Background: an optimization exercise with open tools, aiming at small area and a short achievable clock period. Do not read the settings as production practice.
RTL that was checked went through simulation tests only; none was proved equivalent to the original.
The flow treats the clock pin as an ideal source, which a real chip does not have.
Power is estimated from default activity; no workload was simulated.

==> flow/design.v (excerpt) <==
module mul_pipe(
	input [15:0] numA59,
	input [15:0] numB59,
	input clk_59,
	input reset_59,
	output reg [15:0] Acc_result_59
);
Size: ~560 cells after synthesis, ~50 I/O pins, roughly 0.0062 sq mm of cells after synthesis.
==> flow/config.mk <==
export PLATFORM = sky130hd
export DESIGN_NAME = mul_pipe
export DESIGN_NICKNAME = mul_pipe
export VERILOG_FILES = /design/flow/design.v
export SDC_FILE = /design/flow/constraint.sdc
export NUM_CORES = 4
export LEC_CHECK = 0
export CAP_MARGIN = 20
export CORE_MARGIN = 2
export CORE_UTILIZATION = 60
export CTS_BUF_LIST = sky130_fd_sc_hd__clkbuf_4 sky130_fd_sc_hd__clkbuf_8
export CTS_CLUSTER_DIAMETER = 60
export CTS_CLUSTER_SIZE = 30
export SETUP_SLACK_MARGIN = 3.1
export SLEW_MARGIN = 20
export TNS_END_PERCENT = 0
==> flow/constraint.sdc <==
create_clock -name core_clock -period 5.0 [get_ports {clk_59}]
set_input_delay 1.0000 -clock core_clock [delete_from_list [all_inputs] [get_ports {clk_59}]]
set_output_delay 1.0000 -clock core_clock [all_outputs]
set_load 0.01 [all_outputs]
standard.sh (not shown) runs the stock make flow with config.mk's settings and CLKGATE_MAP_FILE= SYNTH_SCRIPT=/design/flow/synth_recipe.tcl, a recipe that flattens the netlist after the stock synthesis.
==> flow/flow/run.sh <==
#!/bin/bash
# Standard ORFS layout, with plain buffers (instead of the default delay-style
# buffer) on the input and output ports.
set -euo pipefail
export BUFFER_PORTS_ARGS="-buffer_cell sky130_fd_sc_hd__buf_1"
bash standard.sh synth > synth.log 2>&1
bash standard.sh > layout.log 2>&1
==> next run, changes <==
- TNS_END_PERCENT: 0 -> not set
The new run finished clean.
Fmax went up slightly.
Worst setup slack gains 35 ps.
Non-clock buffer count grows by 22.
Sequential share of layout area came out lower by 2.0 points.
Synthesized area does not change.
==> next run, changes <==
- SETUP_SLACK_MARGIN: 3.1 -> 3.2
- TNS_END_PERCENT: not set -> 0
Result:
- The changed run produced a clean layout
- core utilization is lower by 5.2 points
- maximum frequency drops slightly
- power decreases by a few percent
- final area drops by a few percent
- combinational power decreases by a little under a tenth
- global-route usage is about the same
- count of clock-buffer cells in the layout fell by 3
- final cell count fell by a few percent
- sequential power barely changes
- via count decreases by a few percent
- hold slack gets better by 7.4 ps
==> next run, changes <==
- CORE_UTILIZATION: 60 -> 70
- PLACE_DENSITY: not set -> 0.75
- SETUP_SLACK_MARGIN: 3.2 -> 3.0
- TNS_END_PERCENT: 0 -> not set
After rerunning:
- The changed run ran to the end with no violations
- critical path depth does not change
- via count increases by a few percent
- synthesized cell count does not change

* * *

Another version of the RTL of mul_pipe (not shown whole).
Size: ~120 flip-flops, ~50 I/O pins, ~6200 sq um of cells after synthesis.
Design mul_pipe, start of the top module:
module mul_pipe(
	input [15:0] numA59,
	input [15:0] numB59,
	input clk_59,
	input reset_59,
	output reg [15:0] Acc_result_59
);
export LEC_CHECK = 0
export CAP_MARGIN = 20
export CORE_MARGIN = 2
export CORE_UTILIZATION = 60
export CTS_BUF_LIST = sky130_fd_sc_hd__clkbuf_4 sky130_fd_sc_hd__clkbuf_8
export CTS_CLUSTER_DIAMETER = 60
export CTS_CLUSTER_SIZE = 30
export SETUP_SLACK_MARGIN = 3.2
export SLEW_MARGIN = 20
export TNS_END_PERCENT = 0
create_clock -name core_clock -period 5.0 [get_ports {clk_59}]
==> flow/flow/run.sh <==
#!/bin/bash
# Standard ORFS layout, with plain buffers (instead of the default delay-style
# buffer) on the input and output ports, and flip-flops that drive six or more
# loads given their strongest drive before clock tree synthesis.
set -euo pipefail
export BUFFER_PORTS_ARGS="-buffer_cell sky130_fd_sc_hd__buf_1"
export PRE_CTS_TCL="$PWD/flow/upsize.tcl"
bash standard.sh synth > synth.log 2>&1
bash standard.sh > layout.log 2>&1
==> flow/flow/upsize.tcl <==
# Before clock tree synthesis: give flip-flops that drive many loads directly the
# strongest drive of their own cell family (same function, larger drive).
set n 0
foreach inst [get_cells *] {
  set ref [get_property $inst ref_name]
  if {![string match "sky130_fd_sc_hd__dfxtp_*" $ref] || $ref eq "sky130_fd_sc_hd__dfxtp_4"} continue
  set fo 0
  foreach q [get_pins -of_objects $inst -filter "direction == output"] {
    set net [get_nets -quiet -of_objects $q]
    if {$net eq ""} continue
    incr fo [llength [get_pins -quiet -of_objects $net -filter "direction == input"]]
  }
  if {$fo >= 6} {
    replace_cell $inst sky130_fd_sc_hd__dfxtp_4
    incr n
  }
}
puts "upsize.tcl: $n flip-flops set to dfxtp_4"
Edit:
==> flow/flow/run.sh (replaced) <==
#!/bin/bash
# Standard ORFS layout, with plain buffers (instead of the default delay-style
# buffer) on the input and output ports.
set -euo pipefail
export BUFFER_PORTS_ARGS="-buffer_cell sky130_fd_sc_hd__buf_1"
bash standard.sh synth > synth.log 2>&1
bash standard.sh > layout.log 2>&1
Settings changed: SETUP_SLACK_MARGIN 3.2 to 3.0, TNS_END_PERCENT 0 to 100.
removed: flow/flow/upsize.tcl
Result: The new run went through all stages and came out clean; die area does not change; clock skew went up by 0.0068 ns; sequential share of layout area decreases by 2.2 points; total power rose by 13%; first-iteration DRC count came out lower by 34%; count of clock-buffer cells in the layout stays the same; non-clock buffer count increases by 18; critical path depth is unchanged.
Edit:
Settings changed: TNS_END_PERCENT 100 to 0.
After rerunning:
- area after synthesis does not change
- flip-flop and latch count does not change
- maximum frequency stays flat
Edit:
Settings changed: SETUP_SLACK_MARGIN 3.0 to 3.2.
Non-clock buffer count is unchanged.
Total power does not change.
Via count does not change.
Worst setup slack is unchanged.
Clock-buffer cell count does not change.
Sequential share of layout area stays the same.
Synthesized area stays the same.
Function was not checked in any run of this note: the RTL went through the layout flow alone.

==> separate check: timing with driven ports <==
The results above use ideal ports. As a check the final layouts listed here were re-extracted and re-timed, cells and wires unchanged.
Step 1, drivers: a clkbuf_16 drives clk_59 and a buf_2 each remaining input, both assumed.
Step 2 also shifts input and output timing later by t, the mid clock arrival at the registers, as if the neighbouring blocks saw the same clock.
a / b / c = ideal ports / drivers / drivers and shift; a / b = the first two.
| run | shift t [ns] | setup WS [ns] | clock arrival spread, ns | pins driven straight from the clock port |
|---|---|---|---|---|
| the first run of note 1 | 0.460 | 3.015 / 3.015 / 2.773 | 0.011 / 0.011 | 1 |
| the second run of note 1 | 0.469 | 3.050 / 3.050 / 2.805 | 0.013 / 0.013 | 1 |
| the third run of note 1 | 0.463 | 3.023 / 3.023 / 2.772 | 0.010 / 0.010 | 1 |
| the fourth run of note 1 | 0.462 | 3.002 / 3.002 / 2.788 | 0.018 / 0.018 | 1 |
| the first run of note 2 | 0.455 | 2.891 / 2.891 / 2.771 | 0.012 / 0.012 | 1 |
| the second run of note 2 | 0.447 | 2.900 / 2.900 / 2.786 | 0.018 / 0.018 | 1 |
| the third run of note 2 | 0.465 | 2.904 / 2.904 / 2.772 | 0.011 / 0.012 | 1 |
| the fourth run of note 2 | 0.465 | 2.904 / 2.904 / 2.772 | 0.011 / 0.012 | 1 |
After both steps every run listed still meets setup and hold. For the third run of note 1, which loses most, drivers alone change the setup slack by 0.000 ns; drivers and shift together by -0.251 ns.
